What follows belongs to an exercise in optimizing a design on an open flow for a short achievable clock period and few clock cycles; a production flow would make more cautious choices.
Function was checked by simulation only, so behaviour that the tests miss may differ from the original.
Power is estimated from default activity; no workload was simulated.

File: flow/flow/abc_speed.script
&get -n
&st
&dch
&nf 
&put
buffer -c
topo
stime -c
upsize -c 
dnsize -c 
File: flow/design.v
localparam
    ZERO        = 32'd0,
    OPAND       = 5'd0,
    OPOR        = 5'd1,
    OPXOR       = 5'd2,
    OPADD       = 5'd3,
    OPSUB       = 5'd4,
    OPSLT       = 5'd5,
    OPSLTU      = 5'd6,
    OPSLL       = 5'd7,
    OPSRL       = 5'd8,
    OPSRA       = 5'd9,
    OPLUI       = 5'd10,
    OPMUL       = 5'd11,
    OPMULH      = 5'd12,
    OPMULHU     = 5'd13,
    OPMULHSU    = 5'd14,
    OPDIV       = 5'd15,
    OPDIVU      = 5'd16,
    OPREM       = 5'd17,
    OPREMU      = 5'd18,
    OPNULL      = 5'd31,  
    OPC_LOAD        = 7'b0000011,
    OPC_OPIMM       = 7'b0010011,
    OPC_STORE       = 7'b0100011,
    OPC_RTYPE       = 7'b0110011,
    OPC_BRANCH      = 7'b1100011,
    OPC_JALR        = 7'b1100111,
    OPC_JAL         = 7'b1101111,
    OPC_LUI         = 7'b0110111,
    FUNCT7_ADD      = 7'b0000000,
    FUNCT7_SUB      = 7'b0100000,
    FUNCT7_SLT      = 7'b0000000,
    FUNCT7_OR       = 7'b0000000,
    FUNCT7_AND      = 7'b0000000,
    FUNCT3_LW       = 3'b010,
    FUNCT3_SW       = 3'b010,
    FUNCT3_ADD      = 3'b000,
    FUNCT3_SUB      = 3'b000,
    FUNCT3_SLT      = 3'b010,
    FUNCT3_OR       = 3'b110,
    FUNCT3_AND      = 3'b111,
    FUNCT3_BEQ      = 3'b000,
    FUNCT3_JALR     = 3'b000,
    TEXT_ADDRESS    = 32'h0040_0000,
    DATA_ADDRESS    = 32'h1001_0000,
    STACK_ADDRESS   = 32'h1001_03FC,
    GP              = DATA_ADDRESS;
module mux4 (
   input  wire [31:0] entr0, entr1, entr2, entr3,
   input  wire [1:0]  sel,
   output reg  [31:0] saida
);
always @(*)
begin
   case (sel)
      2'b00:
         saida <= entr0;
      2'b01:
         saida <= entr1;
      2'b10:
         saida <= entr2;
      2'b11:
         saida <= entr3;
   endcase
end
endmodule
module ProxPC (
   input  wire        iReset,
   input  wire        iHold,            
   input  wire        iSure,            
   input  wire        iRet,             
   input  wire        iBtb,             
   input  wire [31:0] iPC,              
   input  wire [31:0] iLink,            
   input  wire [9:0]  iTidx,            
   input  wire [9:0]  iRas,             
   input  wire [9:0]  iBtgt,            
   input  wire        iC,               
   input  wire        iJv,              
   input  wire        iPred,            
   input  wire        iMisEq, iMisNe,   
   input  wire [31:0] iJtgt,            
   input  wire [31:0] iT1, iT0,         
   output wire [31:0] oNext
);
localparam
    ZERO        = 32'd0,
    OPAND       = 5'd0,
    OPOR        = 5'd1,
    OPXOR       = 5'd2,
    OPADD       = 5'd3,
    OPSUB       = 5'd4,
    OPSLT       = 5'd5,
    OPSLTU      = 5'd6,
    OPSLL       = 5'd7,
    OPSRL       = 5'd8,
    OPSRA       = 5'd9,
    OPLUI       = 5'd10,
    OPMUL       = 5'd11,
    OPMULH      = 5'd12,
    OPMULHU     = 5'd13,
    OPMULHSU    = 5'd14,
    OPDIV       = 5'd15,
    OPDIVU      = 5'd16,
    OPREM       = 5'd17,
    OPREMU      = 5'd18,
    OPNULL      = 5'd31,  
    OPC_LOAD        = 7'b0000011,
    OPC_OPIMM       = 7'b0010011,
    OPC_STORE       = 7'b0100011,
    OPC_RTYPE       = 7'b0110011,
    OPC_BRANCH      = 7'b1100011,
    OPC_JALR        = 7'b1100111,
    OPC_JAL         = 7'b1101111,
    OPC_LUI         = 7'b0110111,
    FUNCT7_ADD      = 7'b0000000,
    FUNCT7_SUB      = 7'b0100000,
    FUNCT7_SLT      = 7'b0000000,
    FUNCT7_OR       = 7'b0000000,
    FUNCT7_AND      = 7'b0000000,
    FUNCT3_LW       = 3'b010,
    FUNCT3_SW       = 3'b010,
    FUNCT3_ADD      = 3'b000,
    FUNCT3_SUB      = 3'b000,
    FUNCT3_SLT      = 3'b010,
    FUNCT3_OR       = 3'b110,
    FUNCT3_AND      = 3'b111,
    FUNCT3_BEQ      = 3'b000,
    FUNCT3_JALR     = 3'b000,
    TEXT_ADDRESS    = 32'h0040_0000,
    DATA_ADDRESS    = 32'h1001_0000,
    STACK_ADDRESS   = 32'h1001_03FC,
    GP              = DATA_ADDRESS;
wire s_hold = iHold;
wire s_go   = ~iHold;
wire s_sure = s_go & iSure;
wire s_ret  = s_go & ~iSure & iRet;
wire s_btb  = s_go & ~iSure & ~iRet & iBtb;
wire s_seq  = s_go & ~iSure & ~iRet & ~iBtb;
wire [9:0] pidx = ({10{s_sure}} & iTidx) | ({10{s_ret}} & iRas) | ({10{s_btb}} & iBtgt);
wire       s_pred = s_sure | s_ret | s_btb;
wire [31:0] f_next = ({32{s_hold}} & iPC) |
                     ({32{s_seq}}  & iLink) |
                     ({32{s_pred}} & {iPC[31:12], 10'b0, 2'b00}) |
                     {20'b0, pidx, 2'b00};
wire c1_f = ~iReset & (iJv ? iPred : ~iMisEq);
wire c1_j = ~iReset & iJv & ~iPred;
wire c1_t = ~iReset & ~iJv & iMisEq;
wire c0_f = ~iReset & ~iJv & ~iMisNe;
wire c0_j = ~iReset & iJv;
wire c0_t = ~iReset & ~iJv & iMisNe;
wire u_f = iC ? c1_f : c0_f;
wire u_j = iC ? c1_j : c0_j;
wire [31:0] t = iC ? iT1 : iT0;
wire u_t = iC ? c1_t : c0_t;
assign oNext = ({32{u_f}} & f_next) |
               ({32{u_j}} & iJtgt) |
               ({32{u_t}} & t) |
               ({32{iReset}} & TEXT_ADDRESS);
endmodule
module adder (
   input  wire [31:0] iA,
   input  wire [31:0] iB,
   output reg  [31:0] out
);
always @(*)
begin
   out <= iA + iB;
end
endmodule
module ks_adder #(parameter W = 32, parameter L = 5) (
   input  wire [W-1:0] iA,
   input  wire [W-1:0] iB,
   input  wire         iCin,
   output wire [W-1:0] oSum,
   output wire [W-1:0] oCarry           
);
wire [W-1:0] p0 = iA ^ iB;
wire [W-1:0] g [0:L];
wire [W-1:0] p [0:L];
assign g[0] = (iA & iB) | {{(W-1){1'b0}}, p0[0] & iCin};
assign p[0] = p0;
genvar l, i;
generate
   for (l = 0; l < L; l = l + 1) begin : nivel
      for (i = 0; i < W; i = i + 1) begin : posicao
         if (i >= (1 << l)) begin : comb
            assign g[l+1][i] = g[l][i] | (p[l][i] & g[l][i-(1<<l)]);
            assign p[l+1][i] = p[l][i] & p[l][i-(1<<l)];
         end else begin : repassa
            assign g[l+1][i] = g[l][i];
            assign p[l+1][i] = p[l][i];
         end
      end
   end
endgenerate
assign oSum = p0 ^ {g[L][W-2:0], iCin};
assign oCarry = g[L];
endmodule
module ALU (
    input  wire [31:0] iA, iB,
    input  wire [31:0] iLink,
    input  wire        iAdd, iSub, iAnd, iOr, iSlt, iSelB, iSelLink,
    output wire [31:0] oResult,
    output wire [31:0] oSum, oDiff,      
    output wire        oLt,              
    output wire [31:0] oEarly,           
    output wire        oEq
    );
wire [31:0] diff, c_sum, c_diff;
ks_adder #(32, 5) soma (.iA(iA), .iB(iB),  .iCin(1'b0), .oSum(oSum), .oCarry(c_sum));
ks_adder #(32, 5) sub  (.iA(iA), .iB(~iB), .iCin(1'b1), .oSum(diff), .oCarry(c_diff));
wire        lt = (iA[31] != iB[31]) ? iA[31] : ~c_diff[30];
assign oDiff = diff;
assign oLt   = lt;
wire [31:0] early = ({32{iAnd}}  & (iA & iB)) |
                    ({32{iOr}}   & (iA | iB)) |
                    ({32{iSelB}} & iB) |
                    ({32{iSelLink}} & iLink);
assign oResult = ({32{iAdd}} & oSum) |
                 ({32{iSub}} & diff) |
                 {31'b0, iSlt & lt} |
                 early;
assign oEarly = early;
assign oEq = (iA == iB);
endmodule
module ImmGen (
    input        [31:0] iInstrucao,
    output logic [31:0] oImm
);
localparam
    ZERO        = 32'd0,
    OPAND       = 5'd0,
    OPOR        = 5'd1,
    OPXOR       = 5'd2,
    OPADD       = 5'd3,
    OPSUB       = 5'd4,
    OPSLT       = 5'd5,
    OPSLTU      = 5'd6,
    OPSLL       = 5'd7,
    OPSRL       = 5'd8,
    OPSRA       = 5'd9,
    OPLUI       = 5'd10,
    OPMUL       = 5'd11,
    OPMULH      = 5'd12,
    OPMULHU     = 5'd13,
    OPMULHSU    = 5'd14,
    OPDIV       = 5'd15,
    OPDIVU      = 5'd16,
    OPREM       = 5'd17,
    OPREMU      = 5'd18,
    OPNULL      = 5'd31,  
    OPC_LOAD        = 7'b0000011,
    OPC_OPIMM       = 7'b0010011,
    OPC_STORE       = 7'b0100011,
    OPC_RTYPE       = 7'b0110011,
    OPC_BRANCH      = 7'b1100011,
    OPC_JALR        = 7'b1100111,
    OPC_JAL         = 7'b1101111,
    OPC_LUI         = 7'b0110111,
    FUNCT7_ADD      = 7'b0000000,
    FUNCT7_SUB      = 7'b0100000,
    FUNCT7_SLT      = 7'b0000000,
    FUNCT7_OR       = 7'b0000000,
    FUNCT7_AND      = 7'b0000000,
    FUNCT3_LW       = 3'b010,
    FUNCT3_SW       = 3'b010,
    FUNCT3_ADD      = 3'b000,
    FUNCT3_SUB      = 3'b000,
    FUNCT3_SLT      = 3'b010,
    FUNCT3_OR       = 3'b110,
    FUNCT3_AND      = 3'b111,
    FUNCT3_BEQ      = 3'b000,
    FUNCT3_JALR     = 3'b000,
    TEXT_ADDRESS    = 32'h0040_0000,
    DATA_ADDRESS    = 32'h1001_0000,
    STACK_ADDRESS   = 32'h1001_03FC,
    GP              = DATA_ADDRESS;
always @ (*)
    case (iInstrucao[6:0])
        OPC_LOAD,
        OPC_OPIMM,
        OPC_JALR:
            oImm <= {{20{iInstrucao[31]}}, iInstrucao[31:20]};
        OPC_STORE:
            oImm <= {{20{iInstrucao[31]}}, iInstrucao[31:25], iInstrucao[11:7]};
        OPC_BRANCH:
            oImm <= {{20{iInstrucao[31]}}, iInstrucao[7], iInstrucao[30:25], iInstrucao[11:8], 1'b0};
        OPC_JAL:
            oImm <= {{12{iInstrucao[31]}}, iInstrucao[19:12], iInstrucao[20], iInstrucao[30:21], 1'b0};
        OPC_LUI:
            oImm <= {iInstrucao[31:12], {12{1'b0}}};		
        default:
            oImm <= ZERO;
    endcase
endmodule
module ControleULA (
   input  wire [1:0] opULA,
   input  wire [2:0] funct3,
   input  wire [6:0] funct7,
   output reg  [4:0] codULA
);
localparam
    ZERO        = 32'd0,
    OPAND       = 5'd0,
    OPOR        = 5'd1,
    OPXOR       = 5'd2,
    OPADD       = 5'd3,
    OPSUB       = 5'd4,
    OPSLT       = 5'd5,
    OPSLTU      = 5'd6,
    OPSLL       = 5'd7,
    OPSRL       = 5'd8,
    OPSRA       = 5'd9,
    OPLUI       = 5'd10,
    OPMUL       = 5'd11,
    OPMULH      = 5'd12,
    OPMULHU     = 5'd13,
    OPMULHSU    = 5'd14,
    OPDIV       = 5'd15,
    OPDIVU      = 5'd16,
    OPREM       = 5'd17,
    OPREMU      = 5'd18,
    OPNULL      = 5'd31,  
    OPC_LOAD        = 7'b0000011,
    OPC_OPIMM       = 7'b0010011,
    OPC_STORE       = 7'b0100011,
    OPC_RTYPE       = 7'b0110011,
    OPC_BRANCH      = 7'b1100011,
    OPC_JALR        = 7'b1100111,
    OPC_JAL         = 7'b1101111,
    OPC_LUI         = 7'b0110111,
    FUNCT7_ADD      = 7'b0000000,
    FUNCT7_SUB      = 7'b0100000,
    FUNCT7_SLT      = 7'b0000000,
    FUNCT7_OR       = 7'b0000000,
    FUNCT7_AND      = 7'b0000000,
    FUNCT3_LW       = 3'b010,
    FUNCT3_SW       = 3'b010,
    FUNCT3_ADD      = 3'b000,
    FUNCT3_SUB      = 3'b000,
    FUNCT3_SLT      = 3'b010,
    FUNCT3_OR       = 3'b110,
    FUNCT3_AND      = 3'b111,
    FUNCT3_BEQ      = 3'b000,
    FUNCT3_JALR     = 3'b000,
    TEXT_ADDRESS    = 32'h0040_0000,
    DATA_ADDRESS    = 32'h1001_0000,
    STACK_ADDRESS   = 32'h1001_03FC,
    GP              = DATA_ADDRESS;
always @(*)
begin
   case (opULA)
      2'b00:
         codULA <= OPADD;    
      2'b01:
         codULA <= OPSUB;    
      2'b10:
         case (funct3)            
            3'b000:
            begin
               if (funct7 == 7'b0)
                  codULA <= OPADD;
               else
                  codULA <= OPSUB;
            end
            3'b010:
                  codULA    <= OPSLT;
            3'b110:
                  codULA    <= OPOR;
            3'b111:
                  codULA    <= OPAND;
            default:
                  codULA    <= OPNULL;
         endcase
      2'b11:
         codULA <= OPLUI;    
      default:
         codULA <= OPNULL;
   endcase
end
endmodule
module Controle (
   input  wire [6:0] opcode,
   output reg        Mem2Reg, LeMem, EscreveMem, Branch, OrigULA, EscreveReg,
   output reg        Jal, Jalr,
   output reg  [1:0] opULA
);
localparam
    ZERO        = 32'd0,
    OPAND       = 5'd0,
    OPOR        = 5'd1,
    OPXOR       = 5'd2,
    OPADD       = 5'd3,
    OPSUB       = 5'd4,
    OPSLT       = 5'd5,
    OPSLTU      = 5'd6,
    OPSLL       = 5'd7,
    OPSRL       = 5'd8,
    OPSRA       = 5'd9,
    OPLUI       = 5'd10,
    OPMUL       = 5'd11,
    OPMULH      = 5'd12,
    OPMULHU     = 5'd13,
    OPMULHSU    = 5'd14,
    OPDIV       = 5'd15,
    OPDIVU      = 5'd16,
    OPREM       = 5'd17,
    OPREMU      = 5'd18,
    OPNULL      = 5'd31,  
    OPC_LOAD        = 7'b0000011,
    OPC_OPIMM       = 7'b0010011,
    OPC_STORE       = 7'b0100011,
    OPC_RTYPE       = 7'b0110011,
    OPC_BRANCH      = 7'b1100011,
    OPC_JALR        = 7'b1100111,
    OPC_JAL         = 7'b1101111,
    OPC_LUI         = 7'b0110111,
    FUNCT7_ADD      = 7'b0000000,
    FUNCT7_SUB      = 7'b0100000,
    FUNCT7_SLT      = 7'b0000000,
    FUNCT7_OR       = 7'b0000000,
    FUNCT7_AND      = 7'b0000000,
    FUNCT3_LW       = 3'b010,
    FUNCT3_SW       = 3'b010,
    FUNCT3_ADD      = 3'b000,
    FUNCT3_SUB      = 3'b000,
    FUNCT3_SLT      = 3'b010,
    FUNCT3_OR       = 3'b110,
    FUNCT3_AND      = 3'b111,
    FUNCT3_BEQ      = 3'b000,
    FUNCT3_JALR     = 3'b000,
    TEXT_ADDRESS    = 32'h0040_0000,
    DATA_ADDRESS    = 32'h1001_0000,
    STACK_ADDRESS   = 32'h1001_03FC,
    GP              = DATA_ADDRESS;
always @(*)
begin
   Jal         <= 1'b0;
   Jalr        <= 1'b0;
   case (opcode)
      OPC_RTYPE:  begin        
         EscreveReg  <= 1'b1;
         Mem2Reg     <= 1'b0;
         LeMem       <= 1'b0;
         EscreveMem  <= 1'b0;
         Branch      <= 1'b0;
         OrigULA     <= 1'b0;
         opULA       <= 2'b10;
      end
      OPC_OPIMM:  begin        
         EscreveReg  <= 1'b1;
         Mem2Reg     <= 1'b0;
         LeMem       <= 1'b0;
         EscreveMem  <= 1'b0;
         Branch      <= 1'b0;
         OrigULA     <= 1'b1;
         opULA       <= 2'b00;
      end
      OPC_LUI:    begin        
         EscreveReg  <= 1'b1;
         Mem2Reg     <= 1'b0;
         LeMem       <= 1'b0;
         EscreveMem  <= 1'b0;
         Branch      <= 1'b0;
         OrigULA     <= 1'b1;
         opULA       <= 2'b11;
      end
      OPC_LOAD:   begin        
         EscreveReg  <= 1'b1;
         Mem2Reg     <= 1'b1;
         LeMem       <= 1'b1;
         EscreveMem  <= 1'b0;
         Branch      <= 1'b0;
         OrigULA     <= 1'b1;
         opULA       <= 2'b00;
      end
      OPC_STORE:  begin        
         EscreveReg  <= 1'b0;
         Mem2Reg     <= 1'b0;
         LeMem       <= 1'b0;
         EscreveMem  <= 1'b1;
         Branch      <= 1'b0;
         OrigULA     <= 1'b1;
         opULA       <= 2'b00;
      end
      OPC_BRANCH: begin        
         EscreveReg  <= 1'b0;
         Mem2Reg     <= 1'b0;
         LeMem       <= 1'b0;
         EscreveMem  <= 1'b0;
         Branch      <= 1'b1;
         OrigULA     <= 1'b0;
         opULA       <= 2'b01;
      end
      OPC_JALR:   begin        
         EscreveReg  <= 1'b1;
         Mem2Reg     <= 1'b0;
         LeMem       <= 1'b0;
         EscreveMem  <= 1'b0;
         Branch      <= 1'b0;
         OrigULA     <= 1'b1;
         opULA       <= 2'b00;
         Jalr        <= 1'b1;
      end
      OPC_JAL:    begin        
         EscreveReg  <= 1'b1;
         Mem2Reg     <= 1'b0;
         LeMem       <= 1'b0;
         EscreveMem  <= 1'b0;
         Branch      <= 1'b0;
         OrigULA     <= 1'b0;
         opULA       <= 2'b00;
         Jal         <= 1'b1;     
      end
      default:    begin
         EscreveReg  <= 1'b0;
         Mem2Reg     <= 1'b0;
         LeMem       <= 1'b0;
         EscreveMem  <= 1'b0;
         Branch      <= 1'b0;
         OrigULA     <= 1'b0;
         opULA       <= 2'b00;
      end
   endcase
end
endmodule
module Registers (
    input  wire         iCLK, iRST,
    input  wire         iRegWrite,
    input  wire  [4:0]  iWriteRegister,
    input  wire  [31:0] iWriteData,
    input  wire  [31:0] iReadSel1, iReadSel2,    
    output wire  [31:0] oReadData1, oReadData2,
    output wire  [11:0] oReadBase,               
    input  wire  [4:0]  iRegDispSelect,          
    output reg   [31:0] oRegDisp                 
    );
localparam
    ZERO        = 32'd0,
    OPAND       = 5'd0,
    OPOR        = 5'd1,
    OPXOR       = 5'd2,
    OPADD       = 5'd3,
    OPSUB       = 5'd4,
    OPSLT       = 5'd5,
    OPSLTU      = 5'd6,
    OPSLL       = 5'd7,
    OPSRL       = 5'd8,
    OPSRA       = 5'd9,
    OPLUI       = 5'd10,
    OPMUL       = 5'd11,
    OPMULH      = 5'd12,
    OPMULHU     = 5'd13,
    OPMULHSU    = 5'd14,
    OPDIV       = 5'd15,
    OPDIVU      = 5'd16,
    OPREM       = 5'd17,
    OPREMU      = 5'd18,
    OPNULL      = 5'd31,  
    OPC_LOAD        = 7'b0000011,
    OPC_OPIMM       = 7'b0010011,
    OPC_STORE       = 7'b0100011,
    OPC_RTYPE       = 7'b0110011,
    OPC_BRANCH      = 7'b1100011,
    OPC_JALR        = 7'b1100111,
    OPC_JAL         = 7'b1101111,
    OPC_LUI         = 7'b0110111,
    FUNCT7_ADD      = 7'b0000000,
    FUNCT7_SUB      = 7'b0100000,
    FUNCT7_SLT      = 7'b0000000,
    FUNCT7_OR       = 7'b0000000,
    FUNCT7_AND      = 7'b0000000,
    FUNCT3_LW       = 3'b010,
    FUNCT3_SW       = 3'b010,
    FUNCT3_ADD      = 3'b000,
    FUNCT3_SUB      = 3'b000,
    FUNCT3_SLT      = 3'b010,
    FUNCT3_OR       = 3'b110,
    FUNCT3_AND      = 3'b111,
    FUNCT3_BEQ      = 3'b000,
    FUNCT3_JALR     = 3'b000,
    TEXT_ADDRESS    = 32'h0040_0000,
    DATA_ADDRESS    = 32'h1001_0000,
    STACK_ADDRESS   = 32'h1001_03FC,
    GP              = DATA_ADDRESS;
reg  [31:0] rf [1:31];
reg  [31:1] rf_ok;
wire [32*32-1:0] vals;
assign vals[31:0] = 32'b0;
wire [32*12-1:0] vals12;
assign vals12[11:0] = 12'b0;
genvar gi;
generate
    for (gi = 1; gi < 32; gi = gi + 1) begin : valor
        assign vals[32*gi +: 32]   = rf[gi];
        assign vals12[12*gi +: 12] = rf[gi][11:0];
    end
endgenerate
wire [31:0] ok_all = {rf_ok, 1'b1};     
wire [31:0] disp;
PortaLeitura #(32) porta1 (.iSel(iReadSel1), .iVals(vals), .iOk(ok_all), .oData(oReadData1));
PortaLeitura #(32) porta2 (.iSel(iReadSel2), .iVals(vals), .iOk(ok_all), .oData(oReadData2));
PortaLeitura #(12) portaB (.iSel(iReadSel1), .iVals(vals12), .iOk(ok_all), .oData(oReadBase));
PortaLeitura #(32) portaD (.iSel(32'b1 << iRegDispSelect), .iVals(vals), .iOk(ok_all), .oData(disp));
always @(posedge iCLK)
    oRegDisp <= disp;
always @(posedge iCLK)
begin
    if (iRegWrite)
        rf[iWriteRegister] <= iWriteData;
end
always @(posedge iCLK or posedge iRST)
begin
    if (iRST)
        rf_ok <= 31'b0;
    else if (iRegWrite)
        rf_ok[iWriteRegister] <= 1'b1;
end
endmodule
module PortaLeitura #(parameter W = 32) (
    input  wire [31:0]     iSel,
    input  wire [32*W-1:0] iVals,
    input  wire [31:0]     iOk,
    output wire [W-1:0]    oData
    );
localparam
    ZERO        = 32'd0,
    OPAND       = 5'd0,
    OPOR        = 5'd1,
    OPXOR       = 5'd2,
    OPADD       = 5'd3,
    OPSUB       = 5'd4,
    OPSLT       = 5'd5,
    OPSLTU      = 5'd6,
    OPSLL       = 5'd7,
    OPSRL       = 5'd8,
    OPSRA       = 5'd9,
    OPLUI       = 5'd10,
    OPMUL       = 5'd11,
    OPMULH      = 5'd12,
    OPMULHU     = 5'd13,
    OPMULHSU    = 5'd14,
    OPDIV       = 5'd15,
    OPDIVU      = 5'd16,
    OPREM       = 5'd17,
    OPREMU      = 5'd18,
    OPNULL      = 5'd31,  
    OPC_LOAD        = 7'b0000011,
    OPC_OPIMM       = 7'b0010011,
    OPC_STORE       = 7'b0100011,
    OPC_RTYPE       = 7'b0110011,
    OPC_BRANCH      = 7'b1100011,
    OPC_JALR        = 7'b1100111,
    OPC_JAL         = 7'b1101111,
    OPC_LUI         = 7'b0110111,
    FUNCT7_ADD      = 7'b0000000,
    FUNCT7_SUB      = 7'b0100000,
    FUNCT7_SLT      = 7'b0000000,
    FUNCT7_OR       = 7'b0000000,
    FUNCT7_AND      = 7'b0000000,
    FUNCT3_LW       = 3'b010,
    FUNCT3_SW       = 3'b010,
    FUNCT3_ADD      = 3'b000,
    FUNCT3_SUB      = 3'b000,
    FUNCT3_SLT      = 3'b010,
    FUNCT3_OR       = 3'b110,
    FUNCT3_AND      = 3'b111,
    FUNCT3_BEQ      = 3'b000,
    FUNCT3_JALR     = 3'b000,
    TEXT_ADDRESS    = 32'h0040_0000,
    DATA_ADDRESS    = 32'h1001_0000,
    STACK_ADDRESS   = 32'h1001_03FC,
    GP              = DATA_ADDRESS;
function [W-1:0] le;
    input [31:0] sel;
    integer j, k;
    reg [W-1:0] t [0:31];
    begin
        for (j = 0; j < 32; j = j + 1)
            t[j] = {W{sel[j]}} & iVals[W*j +: W];
        for (k = 16; k > 0; k = k / 2)
            for (j = 0; j < k; j = j + 1)
                t[j] = t[2*j] | t[2*j+1];
        le = t[0];
    end
endfunction
wire ok = |(iSel & iOk);
assign oData = ({W{ok}} & le(iSel)) | ({W{iSel[2] & ~iOk[2]}} & STACK_ADDRESS[W-1:0]);
endmodule
module Uniciclo (
    input  logic        clockCPU,
    input  logic        reset,
    input  logic [4:0]  RegIn,
    output logic [31:0] PC,
    input  logic [31:0] Instr,
    output logic [31:0] MemAddr, MemWrData,
    output logic        MemWrEn,
    input  logic [31:0] MemRdData,
    output logic [31:0] RegOut
    );
localparam
    ZERO        = 32'd0,
    OPAND       = 5'd0,
    OPOR        = 5'd1,
    OPXOR       = 5'd2,
    OPADD       = 5'd3,
    OPSUB       = 5'd4,
    OPSLT       = 5'd5,
    OPSLTU      = 5'd6,
    OPSLL       = 5'd7,
    OPSRL       = 5'd8,
    OPSRA       = 5'd9,
    OPLUI       = 5'd10,
    OPMUL       = 5'd11,
    OPMULH      = 5'd12,
    OPMULHU     = 5'd13,
    OPMULHSU    = 5'd14,
    OPDIV       = 5'd15,
    OPDIVU      = 5'd16,
    OPREM       = 5'd17,
    OPREMU      = 5'd18,
    OPNULL      = 5'd31,  
    OPC_LOAD        = 7'b0000011,
    OPC_OPIMM       = 7'b0010011,
    OPC_STORE       = 7'b0100011,
    OPC_RTYPE       = 7'b0110011,
    OPC_BRANCH      = 7'b1100011,
    OPC_JALR        = 7'b1100111,
    OPC_JAL         = 7'b1101111,
    OPC_LUI         = 7'b0110111,
    FUNCT7_ADD      = 7'b0000000,
    FUNCT7_SUB      = 7'b0100000,
    FUNCT7_SLT      = 7'b0000000,
    FUNCT7_OR       = 7'b0000000,
    FUNCT7_AND      = 7'b0000000,
    FUNCT3_LW       = 3'b010,
    FUNCT3_SW       = 3'b010,
    FUNCT3_ADD      = 3'b000,
    FUNCT3_SUB      = 3'b000,
    FUNCT3_SLT      = 3'b010,
    FUNCT3_OR       = 3'b110,
    FUNCT3_AND      = 3'b111,
    FUNCT3_BEQ      = 3'b000,
    FUNCT3_JALR     = 3'b000,
    TEXT_ADDRESS    = 32'h0040_0000,
    DATA_ADDRESS    = 32'h1001_0000,
    STACK_ADDRESS   = 32'h1001_03FC,
    GP              = DATA_ADDRESS;
reg  [31:0] pc_n;                       
wire [31:0] pc_i = ~pc_n;
reg         d_valid;
reg  [31:0] ir;                         
reg  [31:0] d_oh1, d_oh2;               
reg  [31:0] d_pc;
reg  [31:0] d_ptgt;                     
reg         d_pred;
reg         e_valid;
reg  [31:0] e_a, e_b, e_sd;             
reg  [31:0] e_pc;                       
reg  [31:0] e_link;                     
reg  [31:0] e_bimm;                     
reg  [31:0] e_tgt;                      
reg  [31:0] e_t1, e_t0;                 
reg  [31:0] e_jk0, e_jk1;               
reg         e_mis_eq, e_mis_ne;         
reg  [31:0] e_ptgt;                     
reg         e_pred;                     
reg  [4:0]  e_rd;
reg         e_wr, e_load, e_store, e_beq, e_jal, e_jalr, e_ret;
reg         e_eload;                    
reg         e_add, e_sub, e_and, e_or, e_slt, e_selb, e_link_sel;
reg         m_valid;
reg  [31:0] m_res;
reg  [4:0]  m_rd;
reg         m_wr, m_load, m_we;
reg  [31:0] m_addr, m_wdata;
wire [31:0] f_link = pc_i + 32'd4;
wire [6:0] f_opc  = Instr[6:0];
wire f_use1  = (f_opc == OPC_RTYPE) | (f_opc == OPC_OPIMM) | (f_opc == OPC_LOAD) |
               (f_opc == OPC_STORE) | (f_opc == OPC_BRANCH) | (f_opc == OPC_JALR);
wire f_use2  = (f_opc == OPC_RTYPE) | (f_opc == OPC_STORE) | (f_opc == OPC_BRANCH);
wire f_sure  = (f_opc == OPC_JAL) |
               ((f_opc == OPC_BRANCH) & (Instr[19:15] == Instr[24:20]));
wire f_ret   = (f_opc == OPC_JALR) & (Instr[11:7] == 5'd0) & (Instr[19:15] == 5'd1);
wire [9:0]  f_offj = {Instr[20], Instr[30:22]};
wire [9:0]  f_offb = {Instr[7], Instr[30:25], Instr[11:9]};
wire [9:0]  f_tidxj, f_tidxb;
ks_adder #(10, 4) somaJ (.iA(pc_i[11:2]), .iB(f_offj), .iCin(1'b0), .oSum(f_tidxj), .oCarry());
ks_adder #(10, 4) somaB (.iA(pc_i[11:2]), .iB(f_offb), .iCin(1'b0), .oSum(f_tidxb), .oCarry());
wire [9:0]  f_tidx = Instr[3] ? f_tidxj : f_tidxb;
reg  [9:0]  ras [0:1];                  
reg         ras_sp;                     
reg         ras_ok;                     
reg         ras_full;
wire [9:0]  ras_top = ras[~ras_sp];
localparam BN = 3;                      
localparam BT = 7;                      
reg  [(1<<BN)-1:0] btb_v;
reg  [BT-1:0] btb_tag [0:(1<<BN)-1];
reg  [9:0]    btb_tgt [0:(1<<BN)-1];
reg  [1:0]    btb_ctr [0:(1<<BN)-1];
wire [BN-1:0] f_idx = pc_i[BN+1:2];
wire [(1<<BN)-1:0] f_sel;
wire [9:0]  f_btgt_e [0:(1<<BN)-1];
genvar ge;
generate
    for (ge = 0; ge < (1<<BN); ge = ge + 1) begin : entrada
        assign f_sel[ge] = btb_v[ge] & btb_ctr[ge][1] & (f_idx == ge) &
                           (btb_tag[ge] == pc_i[BN+BT+1:BN+2]);
        assign f_btgt_e[ge] = {10{f_sel[ge]}} & btb_tgt[ge];
    end
endgenerate
wire        btb_taken = (|f_sel) & ((f_opc == OPC_BRANCH) | (f_opc == OPC_JALR));
function [9:0] or_tgt;
    input integer n;
    integer k;
    begin
        or_tgt = 10'b0;
        for (k = 0; k < n; k = k + 1)
            or_tgt = or_tgt | f_btgt_e[k];
    end
endfunction
wire [9:0]  f_btgt = or_tgt(1<<BN);
wire        f_pred_ret = f_ret & ras_ok;
wire        f_pred = f_sure | f_pred_ret | btb_taken;
wire [9:0]  f_pidx = f_sure ? f_tidx : f_pred_ret ? ras_top : f_btgt;
wire [31:0] f_ptgt = {pc_i[31:12], f_pidx, 2'b00};
wire [6:0] opc    = ir[6:0];
wire [2:0] funct3 = ir[14:12];
wire [6:0] funct7 = ir[31:25];
wire [4:0] rs1    = ir[19:15];
wire [4:0] rs2    = ir[24:20];
wire [4:0] rd     = ir[11:7];
wire d_r     = (opc == OPC_RTYPE);
wire d_addi  = (opc == OPC_OPIMM);
wire d_lui   = (opc == OPC_LUI);
wire d_lw    = (opc == OPC_LOAD);
wire d_sw    = (opc == OPC_STORE);
wire d_beq   = (opc == OPC_BRANCH);
wire d_jal   = (opc == OPC_JAL);
wire d_jalr  = (opc == OPC_JALR);
wire d_wr    = d_r | d_addi | d_lui | d_lw | d_jal | d_jalr;
wire d_use1  = d_r | d_addi | d_lw | d_sw | d_beq | d_jalr;
wire d_use2  = d_r | d_sw | d_beq;
wire d_useimm = d_addi | d_lui | d_lw | d_sw | d_jalr;
wire d_radd  = d_r & (funct3 == 3'b000) & (funct7 == 7'b0);
wire d_rsub  = d_r & (funct3 == 3'b000) & (funct7 != 7'b0);
wire d_add   = d_addi | d_lw | d_sw | d_radd;
wire d_and   = d_r & (funct3 == 3'b111);
wire d_or    = d_r & (funct3 == 3'b110);
wire d_slt   = d_r & (funct3 == 3'b010);
wire d_ret   = d_jalr & (rd == 5'd0) & (rs1 == 5'd1);
wire d_call  = (d_jal | d_jalr) & (rd == 5'd1);
wire [31:0] immI = {{20{ir[31]}}, ir[31:20]};
wire [31:0] immS = {{20{ir[31]}}, ir[31:25], ir[11:7]};
wire [31:0] immB = {{20{ir[31]}}, ir[7], ir[30:25], ir[11:8], 1'b0};
wire [31:0] immJ = {{12{ir[31]}}, ir[19:12], ir[20], ir[30:21], 1'b0};
wire [31:0] immU = {ir[31:12], 12'b0};
wire [31:0] d_imm  = d_sw  ? immS :
                     d_lui ? immU : immI;
wire [31:0] d_bimm = d_jal ? immJ : immB;
wire [31:0] d_link = d_pc + 32'd4;
wire [31:0] m_wb   = m_load ? MemRdData : m_res;
wire        m_wen  = m_valid & m_wr;            
wire        e_fwd_ok = e_valid & e_wr;          
wire        d_e1 = e_fwd_ok & (e_rd == rs1);
wire        d_e2 = e_fwd_ok & (e_rd == rs2);
wire        d_m1 = m_wen & (m_rd == rs1);
wire        d_m2 = m_wen & (m_rd == rs2);
wire [31:0] d_rf1, d_rf2;
wire [11:0] d_rfb;
Registers bancoReg (
    .iCLK(clockCPU), .iRST(reset),
    .iRegWrite(m_wen), .iWriteRegister(m_rd), .iWriteData(m_wb),
    .iReadSel1(d_oh1), .iReadSel2(d_oh2),
    .oReadData1(d_rf1), .oReadData2(d_rf2), .oReadBase(d_rfb),
    .iRegDispSelect(RegIn), .oRegDisp(RegOut)
);
wire        s1_e  = d_e1;
wire        s1_m  = ~d_e1 & d_m1;
wire        s1_rf = ~d_e1 & ~d_m1;
wire        sb_i  = d_useimm;
wire        sb_e  = ~d_useimm & d_e2;
wire        sb_m  = ~d_useimm & ~d_e2 & d_m2;
wire        sb_rf = ~d_useimm & ~d_e2 & ~d_m2;
wire        ss_e  = d_e2;
wire        ss_m  = ~d_e2 & d_m2;
wire        ss_rf = ~d_e2 & ~d_m2;
wire [31:0] d_tgt;
ks_adder #(32, 5) somaAlvo (.iA(d_pc), .iB(d_bimm), .iCin(1'b0), .oSum(d_tgt), .oCarry());
wire [31:0] tx     = d_pc ^ d_bimm ^ d_ptgt;
wire [31:0] tc     = (d_pc & d_bimm) | ((d_pc ^ d_bimm) & ~d_ptgt);
wire        tgt_ok = (tx == {tc[30:0], 1'b0});
wire [31:0] d_jk0, d_jk1;
ks_adder #(32, 5) subJalr0 (.iA(d_ptgt), .iB(~immI), .iCin(1'b1), .oSum(d_jk0), .oCarry());
ks_adder #(32, 5) subJalr1 (.iA({d_ptgt[31:1], 1'b1}), .iB(~immI), .iCin(1'b1), .oSum(d_jk1), .oCarry());
wire        d_mis_t = ~(d_pred & tgt_ok);
wire        d_mis_n = d_pred;
wire        d_early = d_valid & d_lw & ~d_e1 & ~(e_valid & (e_store | (e_load & ~e_eload)));
wire [11:0] d_lsum_rf, d_lsum_m;
ks_adder #(12, 4) somaEndR (.iA(d_rfb), .iB(immI[11:0]), .iCin(1'b0), .oSum(d_lsum_rf), .oCarry());
ks_adder #(12, 4) somaEndM (.iA(m_wb[11:0]),  .iB(immI[11:0]), .iCin(1'b0), .oSum(d_lsum_m),  .oCarry());
wire [11:0] d_lsum = s1_m ? d_lsum_m : d_lsum_rf;
function [31:0] fwd_res;
    input        sel;
    input [31:0] f_sum, f_diff;
    input        f_lt;
    input [31:0] f_early;
    begin
        fwd_res = ({32{sel & e_eload}} & MemRdData) |
                  ({32{sel & e_add}} & f_sum) |
                  ({32{sel & e_sub}} & f_diff) |
                  {31'b0, sel & e_slt & f_lt} |
                  ({32{sel}} & f_early);
    end
endfunction
reg  d_stall;
wire [31:0] A = e_a;
wire [31:0] B = e_b;
wire [31:0] sum, res, diff, early;
wire        eq, lt;
ALU ULA (
    .iA(A), .iB(B), .iLink(e_link),
    .iAdd(e_add), .iSub(e_sub), .iAnd(e_and), .iOr(e_or), .iSlt(e_slt),
    .iSelB(e_selb), .iSelLink(e_link_sel),
    .oResult(res), .oSum(sum), .oDiff(diff), .oLt(lt), .oEarly(early), .oEq(eq)
);
wire        j_ok = (A == e_jk0) | (A == e_jk1);
wire        e_taken = e_jal | e_jalr | (e_beq & eq);
wire        e_jv    = e_valid & e_jalr;
wire        e_c     = e_jalr ? j_ok : eq;
wire        e_mis   = e_c ? (e_jv ? ~e_pred : e_mis_eq) : (e_jv | e_mis_ne);
wire [31:0] e_jtgt  = {sum[31:1], 1'b0};
wire [31:0] e_ntgt  = e_jalr ? e_jtgt : ((e_jal | (e_beq & eq)) ? e_tgt : e_link);
wire d_adv = d_valid & ~e_mis & ~d_stall;       
wire f_hold = ~e_mis & d_stall;                  
wire [31:0] pc_next;
ProxPC proxPC (
    .iReset(reset),
    .iHold(d_stall), .iSure(f_sure), .iRet(f_pred_ret), .iBtb(btb_taken),
    .iPC(pc_i), .iLink(f_link),
    .iTidx(f_tidx), .iRas(ras_top), .iBtgt(f_btgt),
    .iC(e_c), .iJv(e_jv), .iPred(e_pred), .iMisEq(e_mis_eq), .iMisNe(e_mis_ne),
    .iJtgt(e_jtgt), .iT1(e_t1), .iT0(e_t0),
    .oNext(pc_next)
);
always @(posedge clockCPU)
begin
    PC   <= pc_next;
    pc_n <= ~pc_next;
end
always @(posedge clockCPU)
begin
    d_oh1 <= 32'b1 << (d_stall ? ir[19:15] : Instr[19:15]);
    d_oh2 <= 32'b1 << (d_stall ? ir[24:20] : Instr[24:20]);
end
always @(posedge clockCPU)
begin
    if (~d_stall) begin                      
        ir     <= Instr;
        d_pc   <= pc_i;
        d_ptgt <= f_ptgt;
        d_pred <= f_pred;
    end
end
always @(posedge clockCPU or posedge reset)
begin
    if (reset) begin
        d_valid <= 1'b0;
        d_stall <= 1'b0;
        e_valid <= 1'b0;
        e_mis_eq <= 1'b0;
        e_mis_ne <= 1'b0;
        m_valid <= 1'b0;
    end else begin
        d_valid <= f_hold ? d_valid : ~e_mis;
        d_stall <= ~f_hold & ~e_mis & d_valid & d_lw & ~d_early & (rd != 5'd0) &
                   ((f_use1 & (Instr[19:15] == rd)) | (f_use2 & (Instr[24:20] == rd)));
        e_valid <= d_adv;
        e_mis_eq <= d_adv & ~d_jalr & ((d_beq | d_jal) ? d_mis_t : d_mis_n);
        e_mis_ne <= d_adv & ~d_jalr & (d_jal ? d_mis_t : d_mis_n);
        m_valid <= e_valid;
    end
end
always @(posedge clockCPU)
begin
    e_a      <= fwd_res(s1_e, sum, diff, lt, early) |
                ({32{s1_m}} & m_wb) | ({32{s1_rf}} & d_rf1);
    e_b      <= fwd_res(sb_e, sum, diff, lt, early) |
                ({32{sb_m}} & m_wb) | ({32{sb_rf}} & d_rf2) | ({32{sb_i}} & d_imm);
    e_sd     <= fwd_res(ss_e, sum, diff, lt, early) |
                ({32{ss_m}} & m_wb) | ({32{ss_rf}} & d_rf2);
    e_pc     <= d_pc;
    e_link   <= d_link;
    e_bimm   <= d_bimm;
    e_tgt    <= d_tgt;
    e_t1     <= (d_beq | d_jal) ? d_tgt : d_link;
    e_t0     <= d_jal ? d_tgt : d_link;
    e_jk0    <= d_jk0;
    e_jk1    <= d_jk1;
    e_ptgt   <= d_ptgt;
    e_pred   <= d_pred;
    e_rd     <= rd;
    e_wr     <= d_wr & (rd != 5'd0);
    e_load   <= d_lw;
    e_eload  <= d_early;
    e_store  <= d_sw;
    e_beq    <= d_beq;
    e_jal    <= d_jal;
    e_jalr   <= d_jalr;
    e_ret    <= d_ret;
    e_add    <= d_add & ~d_early;
    e_sub    <= d_rsub;
    e_and    <= d_and;
    e_or     <= d_or;
    e_slt    <= d_slt;
    e_selb   <= d_lui;
    e_link_sel <= d_jal | d_jalr;
    m_res    <= e_eload ? MemRdData : res;
    m_we     <= ~reset & e_valid & e_store;       
    m_rd     <= e_rd;
    m_wr     <= e_wr;
    m_load   <= e_load & ~e_eload;
    m_addr   <= d_early ? {20'b0, d_lsum[11:2], 2'b00} : sum;
    m_wdata  <= e_sd;
end
assign MemAddr   = m_addr;
assign MemWrData = m_wdata;
assign MemWrEn   = m_we;
reg        u_v, u_taken, u_hit;
reg  [1:0] u_ctr;
reg  [9:0] u_pcidx;
reg  [9:0] u_tgt;
always @(posedge clockCPU or posedge reset)
begin
    if (reset)
        u_v <= 1'b0;
    else
        u_v <= e_valid & (e_beq | e_jalr) & ~e_ret;
end
always @(posedge clockCPU)
begin
    u_taken <= e_taken;
    u_hit   <= e_bhit;
    u_ctr   <= e_taken ? (e_bhit ? ((e_bctr == 2'b11) ? 2'b11 : e_bctr + 2'b01) : 2'b11)
                       : ((e_bctr == 2'b00) ? 2'b00 : e_bctr - 2'b01);
    u_pcidx <= e_pc[11:2];
    u_tgt   <= e_ntgt[11:2];
end
wire [BN-1:0] u_idx = u_pcidx[BN-1:0];
wire [BT-1:0] u_tag = u_pcidx[BN+BT-1:BN];
wire [BN-1:0] e_bidx = e_pc[BN+1:2];
wire       e_bhit = btb_v[e_bidx] & (btb_tag[e_bidx] == e_pc[BN+BT+1:BN+2]);
wire [1:0] e_bctr = btb_ctr[e_bidx];
always @(posedge clockCPU or posedge reset)
begin
    if (reset)
        btb_v <= {(1<<BN){1'b0}};
    else if (u_v & u_taken)
        btb_v[u_idx] <= 1'b1;
end
always @(posedge clockCPU)
begin
    if (u_v) begin
        if (u_taken) begin
            btb_tag[u_idx] <= u_tag;
            btb_tgt[u_idx] <= u_tgt;
            btb_ctr[u_idx] <= u_ctr;
        end else if (u_hit) begin
            btb_ctr[u_idx] <= u_ctr;
        end
    end
end
wire d_go     = d_valid & ~d_stall;
wire ras_push = d_go & d_call;
wire ras_pop  = d_go & d_ret & ras_ok;
always @(posedge clockCPU or posedge reset)
begin
    if (reset) begin
        ras_sp   <= 1'b0;
        ras_ok   <= 1'b0;
        ras_full <= 1'b0;
    end else if (ras_push & ~ras_pop) begin
        ras_sp   <= ~ras_sp;
        ras_full <= ras_ok;
        ras_ok   <= 1'b1;
    end else if (ras_pop & ~ras_push) begin
        ras_sp   <= ~ras_sp;
        ras_ok   <= ras_full;
        ras_full <= 1'b0;
    end
end
always @(posedge clockCPU)
begin
    if (ras_push & ras_pop)
        ras[~ras_sp] <= d_link[11:2];
    else if (ras_push)
        ras[ras_sp] <= d_link[11:2];
end
endmodule
File: flow/config.mk
export PLATFORM = sky130hd
export DESIGN_NAME = Uniciclo
export DESIGN_NICKNAME = Uniciclo
export VERILOG_FILES = /design/flow/design.v
export SDC_FILE = /design/flow/constraint.sdc
export NUM_CORES = 8
export LEC_CHECK = 0
export CAP_MARGIN = 20
export CORE_MARGIN = 2
export CORE_UTILIZATION = 38
export PLACE_DENSITY = 0.48
export SETUP_SLACK_MARGIN = 0.6
export SLEW_MARGIN = 20
File: flow/flow/run.sh
#!/bin/bash
# Layout flow: the standard ORFS flow (standard.sh) with these changes:
#  - synthesis leaves adders to ABC instead of mapping full/half-adder cells,
#    and ABC maps with a shorter script (flow/abc_speed.script: choices,
#    then delay-oriented mapping and sizing);
#  - a few slow cells (4-input ORs, 4-input muxes, majority gates, ...) are
#    not used (a222oi, which comes in one size only, too).
# Each tool's output stays in its ORFS log under orfs/logs; make's output
# goes to flow_make.log.
set -euo pipefail
MARGIN=6.8
SLOW=""
for c in or4_1 or4_2 or4_4 or4b_1 or4b_2 or4b_4 or4bb_1 or4bb_2 or4bb_4 \
         or3_1 or3_2 or3_4 or3b_1 or3b_2 or3b_4 mux4_1 mux4_2 mux4_4 \
         nor4b_1 nor4b_2 nor4b_4 nor4bb_1 nor4bb_2 nor4bb_4 \
         a2111o_1 a2111o_2 a2111o_4 o2111a_1 o2111a_2 o2111a_4 o41a_1 o41a_2 o41a_4 \
         maj3_1 maj3_2 maj3_4 a222oi_1; do
    SLOW="$SLOW sky130_fd_sc_hd__$c"
done
PLAT=$(make -s -C "$FLOW_HOME" DESIGN_CONFIG="$FLOW_CONFIG" WORK_HOME="$(pwd)/orfs" \
       print-DONT_USE_CELLS 2>/dev/null | sed -n 's/^DONT_USE_CELLS: //p')
echo "platform dont-use: $PLAT" > dont_use.log
[ -n "$PLAT" ]
DU="$PLAT$SLOW"
# ORFS's scripts, with our ABC script
rm -rf scripts_abc
cp -r "$FLOW_HOME/scripts" scripts_abc
cp flow/abc_speed.script scripts_abc/abc_speed.script
SD="$(pwd)/scripts_abc"
sed -E "s|SETUP_SLACK_MARGIN=[^ ]+|SETUP_SLACK_MARGIN=${MARGIN} ADDER_MAP_FILE= SCRIPTS_DIR=${SD} 'DONT_USE_CELLS=${DU}'|" standard.sh > std_custom.sh
grep -q "SETUP_SLACK_MARGIN=${MARGIN}" std_custom.sh
bash std_custom.sh > flow_make.log 2>&1
File: flow/constraint.sdc
create_clock -name core_clock -period 10.0 [get_ports {clockCPU}]
set_input_delay 2.0000 -clock core_clock [delete_from_list [all_inputs] [get_ports {clockCPU}]]
set_output_delay 2.0000 -clock core_clock [all_outputs]
set_load 0.01 [all_outputs]
File: flow/standard.sh
#!/bin/bash
# synth_recipe.tcl (not shown) runs the flow's synth.tcl, then flattens the netlist and writes it again
# the make line also repeats each setting of config.mk as NAME=value (left out here)
make -C /OpenROAD-flow-scripts/flow DESIGN_CONFIG=/design/flow/config.mk WORK_HOME=/design/flow/orfs CLKGATE_MAP_FILE= SYNTH_SCRIPT=/design/flow/synth_recipe.tcl "${@:-finish}"
==> results.cfg, run 1 <==
[status]
status = timing/DRC/antenna clean

[placement]
dpl.hpwl_um = 322700
portBuffers = 199
preCtsSetupSlack_ns = 3.745
placedCellCount = 10881
gp_congestion = 0.9875

[final_layout]
final_common_cell = edfxtp_1
final_cell_mix = edfxtp_1, a22oi_1, a22o_1, buf_4, nand2_1
fin_util_pct = 48.67
regMostFlops = bancoReg.rf
reg.largest.list = bancoReg.rf (992), btb_tgt (80), btb_tag (56)
nNetsFinal = 8560
synthToLayoutAreaGrowth_pct = 27.55
drive_gt1_share_pct = 25.94
stdcell_count = 11810
largest_register_ffs = 992

[floorplanning]
die_h_um = 487.0
fp.dieW_um = 487.0
die_area_um2 = 237200
io_pins = 200
rows = 177
design.core.area_um2 = 232300
start_util_pct = 38.16

[hold_path]
holdPathEnd = m_wdata[30]$_DFF_P_
worstHoldStart = e_sd[30]$_DFF_P_
hold_depth = 0
hp-class = register to register

[critical_path]
cp.required_ns = 10.76
reg2reg_depth = 17
cp-start-kind = primary input
r2r_slack_ns = 6.43
end_kind = register
path_max_fanout = 5
r2r_start = pc_n[11]$_DFF_P_
worstSetupPathType = primary input to register
reg2reg_to = PC[20]$_DFF_P_
crit_arrival_ns = 4.40

[power]
peakVddDrop_v = 0.0001280
total_power_mw = 19.09
leakage_nw = 39.57
powerDensity_nw_per_um2 = 168.8

[clock_network]
cts-hold-fix-buffers = 0
ctsHtreeMaxLevel = 4
clk_pin_slew_ns = 0.06
cts-root-buf = clkbuf_16
cts_sinks = 1871
clk_latency_ns = 0.91
cts_tree = yes
cts-buffers-inserted = 207
cts_buffer_depth = 3

[timing]
max_freq_ghz = 0.2741
finalMaxSlewViolations = 0
hold_violations = 0
finalCritPeriodShare_pct = 36.48
worst_pin_slew_ns = 1.375
fin_skew_ns = 0.05422
rsz0062_at_grt = true
setup_tns_ns = 0
period_needed_ns = 3.648
timing.final.ws_setup_ns = 6.352
relSlewSlack_pct = 7.375
setup_viol = 0

[global_routing]
grt_pass1_wl_um = 717900
grt_max_degree = 68
track_usage_pct = 44.49
grt_pass1_vias = 79464
globalRouteOverflowTotal = 0
antenna_found_initial = 58

[logic_synthesis]
ys_warn_count = 9
synth_top_area_share_pct = 41.97
ys_types = 91
async_flop_share_pct = 2.619
syn-cell-area_um2 = 88650
syn-num-nets = 7999
synthCells = 7928
synth.area.top_cells = edfxtp_1, dfxtp_1, a22o_1
ys_seq_elements = 1871
seq_area_frac_synth_pct = 56.52
yosysTopAreaCell = edfxtp_1
syn_avg_cell_area_um2 = 11.18
synth_edf_count = 1239
ys.flop_type = edfxtp_1

[detailed_routing]
vias_per_cell = 7.509
drt_iter0_drc = 18103
routed_wl_um = 552200
vias = 88677
ant_nets = 0
wl_per_cell_um = 46.76
first_pass_iters = 15
drc = 0

[job]
maxCapViolCount = 0
## worst max-delay path: stages
cell and delay [ns]:
buf_12 0.11, xor2_2 0.17, nor4_2 0.07, nand3_1 0.15, o31ai_4 0.13, buf_6 0.14, or2_4 0.24, nor3b_4 0.21
buf_6 0.16, buf_12 0.14, and4_4 0.27, nand2_4 0.08, nor2_4 0.14, xnor2_2 0.08, a221o_1 0.30
## worst max-delay path by stage
stage / startpoint / end / depth (start not counted)
2_1_floorplan: Instr[3] / PC[30]$_DFF_P_ / 12
3_3_place_gp: RegIn[2] / bancoReg.oRegDisp[28]$_DFF_P_ / 9
3_5_place_dp: RegIn[2] / bancoReg.oRegDisp[28]$_DFF_P_ / 9
4_1_cts: Instr[16] / PC[30]$_DFF_P_ / 15
5_1_grt: Instr[17] / PC[30]$_DFF_P_ / 15
6_report: Instr[22] / PC[30]$_DFF_P_ / 15
## cell type report
type                            count  area (µm²)
Multi-Input combinational cell   5364       41110
Timing Repair Buffer              910        9412
Antenna cell                       94       235.2
Tap cell                         3043        3807
Clock inverter                    129        1540
Clock buffer                      264        5822
Fill cell                       20815      119200
Inverter                          135       561.8
Sequential cell                  1871       50590
## metal layers
layer | vias to the layer above | wire (µm) | part of all wire, % | GRT usage, %
li1 | 32722 | - | - | -
met1 | 43967 | 209300 | 38 | 58.14
met2 | 9223 | 206100 | 37 | 57.33
met3 | 2719 | 91010 | 16 | 23.61
met4 | 46 | 44500 | 8.1 | 25.53
met5 | - | 1246 | 0.23 | 1.592
## repair_timing
item / CTS / global route
gates resized for setup: 1733 / 476
hold endpoints to repair: 0 / 0
pin swaps: 167 / 173
endpoints found under the setup margin: 758 / 439
cloned: 34 / 7
setup buffers: 255 / 146
## stage by stage
stage          hold WS (ns)  area (µm²)
2_1_floorplan        0.3096       89920
3_3_place_gp         0.3139       95730
3_5_place_dp         0.3121       95740
4_1_cts              0.3261      109600
5_1_grt              0.3297      112900
6_report             0.3265      113100
## synthesized netlist by cell type, types with 13 or more instances
cell	instances
a22oi_1	562
o21ai_0	423
and2_1	47
nor4_1	64
edfxtp_1	1239
nor3_1	96
nor2_1	499
and3_1	52
o31a_1	16
a211o_1	30
nor2b_1	79
dfxtp_1	583
buf_1	81
a32oi_1	14
xnor2_2	13
nand4_1	290
nand3_1	140
o31ai_1	20
a22o_1	540
xor2_1	214
nand2_1	523
o21a_1	31
a31oi_1	42
mux2i_1	84
o21ai_1	20
buf_2	46
a21o_1	30
clkbuf_1	443
o41ai_1	27
or2_2	47
o22ai_1	31
a211oi_1	28
a221oi_1	522
o211ai_1	46
inv_1	124
nand2b_1	33
mux2_2	46
dfrtp_1	49
o221ai_1	35
a21oi_1	305
xnor2_1	245
## cells by family (layout without fill, tap and decap cells)
family / after synthesis / count (layout) / synth area share [%]
AOI/OAI and AO/OA: 2826 / 2827 / 23.59
and+or+nand+nor: 1916 / 1921 / 10.43
buffers and inverters: 711 / 1438 / 3.118
other: 0 / 94 / 0
DFF: 1871 / 1871 / 56.52
xor gates and xnor gates: 472 / 472 / 4.773
muxes: 132 / 144 / 1.571
## where the power goes
part | switching [mW] | internal, mW
registers | 0.173 | 8.31
logic | 1.42 | 0.813
clock network | 3.51 | 4.86
Testbench counts, summed over its fixed seeds: cycles 91,836.
==> run 2: changes to the inputs <==
--- a/flow/config.mk
+++ b/flow/config.mk
@@ -9,4 +9,4 @@
 export CORE_MARGIN = 2
-export CORE_UTILIZATION = 38
-export PLACE_DENSITY = 0.48
+export CORE_UTILIZATION = 33
+export PLACE_DENSITY = 0.42
 export SETUP_SLACK_MARGIN = 0.6
==> run 2 against run 1 <==
Net effect:
- critical path type is now register to register
- largest cell class unchanged
- die area up 15%
- critical endpoint is now m_addr[6]$_DFF_P_
- sequential power about the same
- worst hold slack about the same
- core utilization down 5.6 points
==> results.cfg, run 2 <==
[detailed_routing]
first_pass_iters = 14
routed_wl_um = 579000
vias_per_cell = 7.114
wl_per_cell_um = 46.82
drc = 0
drt_iter0_drc = 16306
ant_nets = 0
vias = 87974

[timing]
period_needed_ns = 3.629
worst_pin_slew_ns = 1.315
finalCritPeriodShare_pct = 36.29
setup_viol = 0
max_freq_ghz = 0.2755
rsz0062_at_grt = true
fin_skew_ns = 0.07925
relSlewSlack_pct = 12.31
setup_tns_ns = 0
hold_violations = 0
finalMaxSlewViolations = 0

[logic_synthesis]
ys_types = 91
synth_compound_area_share_pct = 23.59
synth.area.top_cells = edfxtp_1, dfxtp_1, a22o_1
synth_top_area_share_pct = 41.97
syn_avg_cell_area_um2 = 11.18
synth-xor-area-share_pct = 4.773
synthSimpleGateAreaFrac_pct = 10.43
ys.flop_type = edfxtp_1
synthMuxAreaShare_pct = 1.571
yosysTopAreaCell = edfxtp_1
synthCells = 7928
synth_top_family_by_area = compound AO/OA/AOI/OAI gates
synth_fa_ha_area_share_pct = 0
seq_area_frac_synth_pct = 56.52
yosysMostFrequentCell = edfxtp_1
ys_seq_elements = 1871
async_flop_share_pct = 2.619
synth_edf_count = 1239
syn-num-nets = 7999
syn-cell-area_um2 = 88650
synthTopCellsByCount = edfxtp_1, dfxtp_1, a22oi_1
ys_warn_count = 9

[clock_network]
cts_tree = yes
clk_latency_ns = 0.94
cts_sinks = 1871
cts-buffers-inserted = 221
cts-hold-fix-buffers = 0
cts_buffer_depth = 4
cts-root-buf = clkbuf_16
ctsHtreeMaxLevel = 4
clk_pin_slew_ns = 0.06

[job]
maxCapViolCount = 0

[critical_path]
path_max_fanout = 21
r2r_start = d_oh1[22]$_SDFF_PN0_
reg2reg_depth = 12
cp-start-kind = register
reg2reg_to = m_addr[6]$_DFF_P_
cp.required_ns = 10.81
r2r_slack_ns = 6.37
end_kind = register
crit_arrival_ns = 4.44
worstSetupPathType = register to register

[floorplanning]
die_area_um2 = 272800
design.core.area_um2 = 267700
start_util_pct = 33.12
io_pins = 200
fp.dieW_um = 522.3
die_h_um = 522.3
rows = 190

[placement]
placedCellCount = 11413
dpl.hpwl_um = 341300
gp_congestion = 0.9713
portBuffers = 199

[power]
powerDensity_nw_per_um2 = 166.5
leakage_nw = 40.20
peakVddDrop_v = 0.0001372

[global_routing]
globalRouteOverflowTotal = 0
track_usage_pct = 40.31
antenna_found_initial = 57
grt_pass1_wl_um = 742000
grt_max_degree = 64
grt_pass1_vias = 79414

[hold_path]
hold_depth = 0
worstHoldStart = e_sd[27]$_DFF_P_
holdPathEnd = m_wdata[27]$_DFF_P_
hp-class = register to register

[final_layout]
nNetsFinal = 8653
stdcell_count = 12367
regMostFlops = bancoReg.rf
synthToLayoutAreaGrowth_pct = 30.07
largest_register_ffs = 992
n_fill_cell = 25153
fin_util_pct = 43.08
final_common_cell = edfxtp_1
reg.largest.list = bancoReg.rf (992), btb_tgt (80), btb_tag (56)
drive_gt1_share_pct = 26.91
final_cell_mix = edfxtp_1, a22oi_1, a22o_1, buf_4, nand2_1

[status]
status = timing/DRC/antenna clean
-- run 2: changes by cell type in the layout (fill, tap and decap cells not counted), moves of 10 or more --
cell and change:
nor2_4 -18, clkbuf_16 +22, nor2_1 +10, a221oi_2 +26, o21ai_2 -12, buf_16 +14
clkinvlp_4 +10, clkinv_2 -15, diode_2 -37, buf_4 +21, a221oi_1 -25, clkbuf_1 +15
buf_6 +27
-- run 2: through the flow --
stage          hold WS, ns  power (mW)  cell area (µm²)  setup slack (ns)
2_1_floorplan       0.3096       9.517            89920             6.086
3_3_place_gp        0.3139       10.37            96560             3.877
3_5_place_dp        0.3121       10.36            96590             3.766
4_1_cts             0.3264       18.96           111400             6.346
5_1_grt             0.3311       19.55           115200             6.420
6_report            0.3262       19.20           115300             6.371
-- run 2: kinds of logic (layout without fill, tap and decap cells) --
group | Yosys count | after routing
buf+inv | 711 | 1529
flops | 1871 | 1871
simple gates | 1916 | 1919
other cells | 0 | 57
mux | 132 | 141
compound gates | 2826 | 2826
xor+xnor | 472 | 472
-- run 2: worst max path at each step --
stage / from / end / slack (ns) / cells after the start
after floorplan: Instr[3] / PC[30]$_DFF_P_ / 6.09 / 12
after global placement: RegIn[4] / bancoReg.oRegDisp[28]$_DFF_P_ / 3.88 / 10
after detailed placement: RegIn[4] / bancoReg.oRegDisp[28]$_DFF_P_ / 3.77 / 10
after CTS: d_oh2[29]$_SDFF_PN0_ / e_b[6]$_DFF_P_ / 6.35 / 9
after global routing: d_oh1[6]$_SDFF_PP0_ / m_addr[6]$_DFF_P_ / 6.42 / 12
final: d_oh1[22]$_SDFF_PN0_ / m_addr[6]$_DFF_P_ / 6.37 / 12
-- run 2: final cells by class --
class,instances,area [µm²],share of cell area [%]
multi-input cells,5358,41400,35.90
flip-flops and latches,1871,50580,43.86
clock inverters,103,1156,1.003
inverters,135,564.3,0.4894
clock buffers,296,6247,5.418
well taps,3552,4444,3.854
repair buffers,995,10780,9.351
diodes,57,142.6,0.1237
-- run 2: report_power, final --
part           internal (mW)  switching [mW]  total (mW)
clock                   4.92            3.51        8.43
sequential              8.31           0.181        8.49
combinational          0.832            1.45        2.28
total                   14.1            5.14        19.2
-- run 2: critical path: stages, from the launching register on --
cell	delay, ns
dfxtp_2	0.31
buf_6	0.23
a22o_1	0.34
a221oi_2	0.19
nand4_1	0.61
a21oi_4	0.40
xnor2_2	0.20
a211oi_2	0.12
buf_4	0.17
o31ai_4	0.29
xor2_1	0.25
mux2i_1	0.11
o21ai_1	0.17
-- run 2: repair_timing --
| action | CTS | global route |
|---|---|---|
| pin swaps | 180 | 177 |
| endpoints found under the setup margin | 808 | 466 |
| buffers inserted | 299 | 153 |
| resized for setup | 1779 | 508 |
| cloned | 34 | 11 |
-- run 2: layer usage --
layer	up-vias	part of all wire, %	track usage (%)
met5	-	0.23	0.8073
met4	44	7.5	23.09
met3	2449	15	18.12
met2	8460	38	52.53
met1	44140	39	54.24
li1	32881	-	-
==> run 3: changes to the inputs <==
--- a/flow/design.v
+++ b/flow/design.v
@@ -536,2 +536,3 @@
     output wire  [11:0] oReadBase,               
+    output wire  [31:0] oOk,                     
     input  wire  [4:0]  iRegDispSelect,          
@@ -604,3 +605,4 @@
 PortaLeitura #(32) porta2 (.iSel(iReadSel2), .iVals(vals), .iOk(ok_all), .oData(oReadData2));
-PortaLeitura #(12) portaB (.iSel(iReadSel1), .iVals(vals12), .iOk(ok_all), .oData(oReadBase));
+PortaDados   #(12) portaB (.iSel(iReadSel1), .iVals(vals12), .oData(oReadBase));
+assign oOk = ok_all;
 PortaLeitura #(32) portaD (.iSel(32'b1 << iRegDispSelect), .iVals(vals), .iOk(ok_all), .oData(disp));
@@ -691,2 +693,22 @@
 endmodule
+module PortaDados #(parameter W = 12) (
+    input  wire [31:0]     iSel,
+    input  wire [32*W-1:0] iVals,
+    output wire [W-1:0]    oData
+    );
+function [W-1:0] le;
+    input [31:0] sel;
+    integer j, k;
+    reg [W-1:0] t [0:31];
+    begin
+        for (j = 0; j < 32; j = j + 1)
+            t[j] = {W{sel[j]}} & iVals[W*j +: W];
+        for (k = 16; k > 0; k = k / 2)
+            for (j = 0; j < k; j = j + 1)
+                t[j] = t[2*j] | t[2*j+1];
+        le = t[0];
+    end
+endfunction
+assign oData = le(iSel);
+endmodule
 module Uniciclo (
@@ -873,2 +895,4 @@
 wire [11:0] d_rfb;
+wire [31:0] rf_okv;                     
+reg         d_ok1;                      
 Registers bancoReg (
@@ -877,3 +901,3 @@
     .iReadSel1(d_oh1), .iReadSel2(d_oh2),
-    .oReadData1(d_rf1), .oReadData2(d_rf2), .oReadBase(d_rfb),
+    .oReadData1(d_rf1), .oReadData2(d_rf2), .oReadBase(d_rfb), .oOk(rf_okv),
     .iRegDispSelect(RegIn), .oRegDisp(RegOut)
@@ -900,3 +924,4 @@
 wire        d_mis_n = d_pred;
-wire        d_early = d_valid & d_lw & ~d_e1 & ~(e_valid & (e_store | (e_load & ~e_eload)));
+wire        d_early = d_valid & d_lw & ~d_e1 & (d_m1 | d_ok1) &
+                      ~(e_valid & (e_store | (e_load & ~e_eload)));
 wire [11:0] d_lsum_rf, d_lsum_m;
@@ -956,2 +981,4 @@
     d_oh1 <= 32'b1 << (d_stall ? ir[19:15] : Instr[19:15]);
+    d_ok1 <= rf_okv[d_stall ? ir[19:15] : Instr[19:15]] |
+             (m_wen & (m_rd == (d_stall ? ir[19:15] : Instr[19:15])));
     d_oh2 <= 32'b1 << (d_stall ? ir[24:20] : Instr[24:20]);
==> run 3 against run 2 <==
Net effect:
- still clean
- clock-buffer cell count is 17 lower
- worst setup slack better by 0.099 ns
- synthesized cell count grew 2.9%
- die area increased by 2.5%
- routed wire length grew 1.3%
- critical path type is now register to output pin
- critical endpoint is now RegOut[2]
- largest cell class unchanged
- largest power group unchanged
==> results.cfg, run 3 <==
[detailed_routing]
first_pass_iters = 12
vias = 89739
drc = 0
vias_per_cell = 7.104
met3_wirelength_um = 80490
routed_wl_um = 586300
wl_per_cell_um = 46.41
wl_met2_um = 233700
drt_iter0_drc = 15803
wl_met1_um = 212800

[timing]
setup_tns_ns = 0
finalCritPeriodShare_pct = 35.30
fin_skew_ns = 0.08007
worst_pin_slew_ns = 1.282
rsz0062_at_grt = true
setup_viol = 0
relSlewSlack_pct = 14.55
hold_violations = 0

[clock_network]
ctsHtreeMaxLevel = 4
cts-hold-fix-buffers = 0
cts_buffer_depth = 4
clk_pin_slew_ns = 0.06
cts-root-buf = clkbuf_16
cts_sinks = 1872
cts_tree = yes

[logic_synthesis]
synthTopCellsByCount = edfxtp_1, a22oi_1, dfxtp_1
syn-cell-area_um2 = 90870
yosysTopAreaCell = edfxtp_1
ys_seq_elements = 1872
ys_warn_count = 9
synth.area.top_cells = edfxtp_1, dfxtp_1, a22oi_1
syn-num-nets = 8228
ys.flop_type = edfxtp_1
syn_avg_cell_area_um2 = 11.14
ys_types = 99

[final_layout]
design_area_um2 = 116200
final_common_cell = edfxtp_1
stdcell_count = 12633
largest_register_ffs = 992
reg.largest.list = bancoReg.rf (992), btb_tgt (80), btb_tag (56)
regMostFlops = bancoReg.rf

[job]
maxCapViolCount = 0

[critical_path]
reg2reg_depth = 9
path_cells = buf_6
end_kind = output pin
r2r_slack_ns = 6.62
cp-start-kind = register
crit_family = flip-flops
cpPeakStageDelay_ns = 0.43
worstSetupPathType = register to output pin

[hold_path]
hold_depth = 0
worstHoldStart = e_sd[18]$_DFF_P_
holdPathEnd = m_wdata[18]$_DFF_P_

[placement]
gp_congestion = 0.9883
place_area_um2 = 98480
dpl.hpwl_um = 354200
portBuffers = 199

[power]
clock_power_share_pct = 41.8
leakage_nw = 40.23
powerDensity_nw_per_um2 = 167.4
combPwrFrac_pct = 14.0
swShare_pct = 28.09
peakVddDrop_v = 0.0001440

[global_routing]
grt_pass1_vias = 80878
grt_pass1_wl_um = 755800
antenna_found_initial = 72
globalRouteOverflowTotal = 0

[floorplanning]
io_pins = 200
start_util_pct = 33.18
fp.dieW_um = 528.7

[status]
status = timing/DRC/antenna clean
## run 3: cell count changes after synthesis, moves of 17 or more
cell      previous run  this run
nand2b_1            33        64
o21ai_0            423       399
a221oi_1           522       498
nor3_1              96       113
buf_2               46        94
o21bai_1             9        34
clkbuf_1           443       398
nor4_1              64       124
nand2_1            523       542
a21oi_1            305       277
buf_4                2        26
nor2b_1             79        54
a22o_1             540       501
a22oi_1            562       615
## run 3: power groups by stage
| stage | clock, mW | combinational (mW) | sequential, mW |
|---|---|---|---|
| 3_5_place_dp | 0 | 2.05 | 8.76 |
| 5_1_grt | 8.47 | 2.78 | 8.59 |
| 6_report | 8.14 | 2.73 | 8.59 |
| 3_3_place_gp | 0 | 2.06 | 8.76 |
| 4_1_cts | 8.18 | 2.37 | 8.58 |
| 2_1_floorplan | 0 | 1.20 | 8.61 |
## run 3: worst max-delay path by stage
stage	to	depth (start not counted)	slack [ns]	start
floorplan	PC[10]$_DFF_P_	10	6.12	Instr[22]
global placement	bancoReg.oRegDisp[20]$_DFF_P_	9	3.84	RegIn[2]
detailed placement	bancoReg.oRegDisp[25]$_DFF_P_	9	3.79	RegIn[2]
CTS	RegOut[2]	1	6.47	bancoReg.oRegDisp[2]$_DFF_P_
global route	RegOut[2]	1	6.48	bancoReg.oRegDisp[2]$_DFF_P_
finish	RegOut[2]	1	6.47	bancoReg.oRegDisp[2]$_DFF_P_
## run 3: per-stage QoR
step,setup WS [ns],power [mW],hold WS (ns),util (%)
2_1_floorplan,6.115,9.807,0.3096,-
3_3_place_gp,3.841,10.81,0.3112,35.92
3_5_place_dp,3.792,10.80,0.3121,35.96
4_1_cts,6.468,19.13,0.3252,40.78
5_1_grt,6.478,19.84,0.3306,42.39
6_report,6.470,19.46,0.3230,42.44
## run 3: repair_timing
action,in CTS,in global routing
buffers inserted,254,183
pin swaps,132,160
cloned,27,9
endpoints found under the setup margin,732,448
resized for setup,1633,537
## run 3: cells by family after synthesis
kind of cell	after synthesis	synth area share, %
compound gates	2868	23.53
xor+xnor	499	5.099
buf+inv	723	3.281
flops	1872	55.16
mux	133	1.541
simple gates	2062	11.39
## run 3: cell type report
cell class / count / area, µm²
antenna: 115 / 287.8
clock buffer: 279 / 5857
clock inverter: 109 / 1177
fill: 25709 / 157600
inverter: 121 / 526.8
multi-input combinational: 5577 / 43140
sequential: 1872 / 50610
tap: 3589 / 4491
timing repair buffer: 971 / 10150
## run 3: per-layer routing
| layer | track usage (%) | vias to the layer above |
|---|---|---|
| met5 | 1.143 | - |
| met4 | 28.88 | 42 |
| met3 | 15.94 | 2861 |
| met2 | 56.29 | 8645 |
| met1 | 49.00 | 44448 |
| li1 | - | 33743 |
Testbench counts of run 3, summed over its fixed seeds: cycles 91,842.
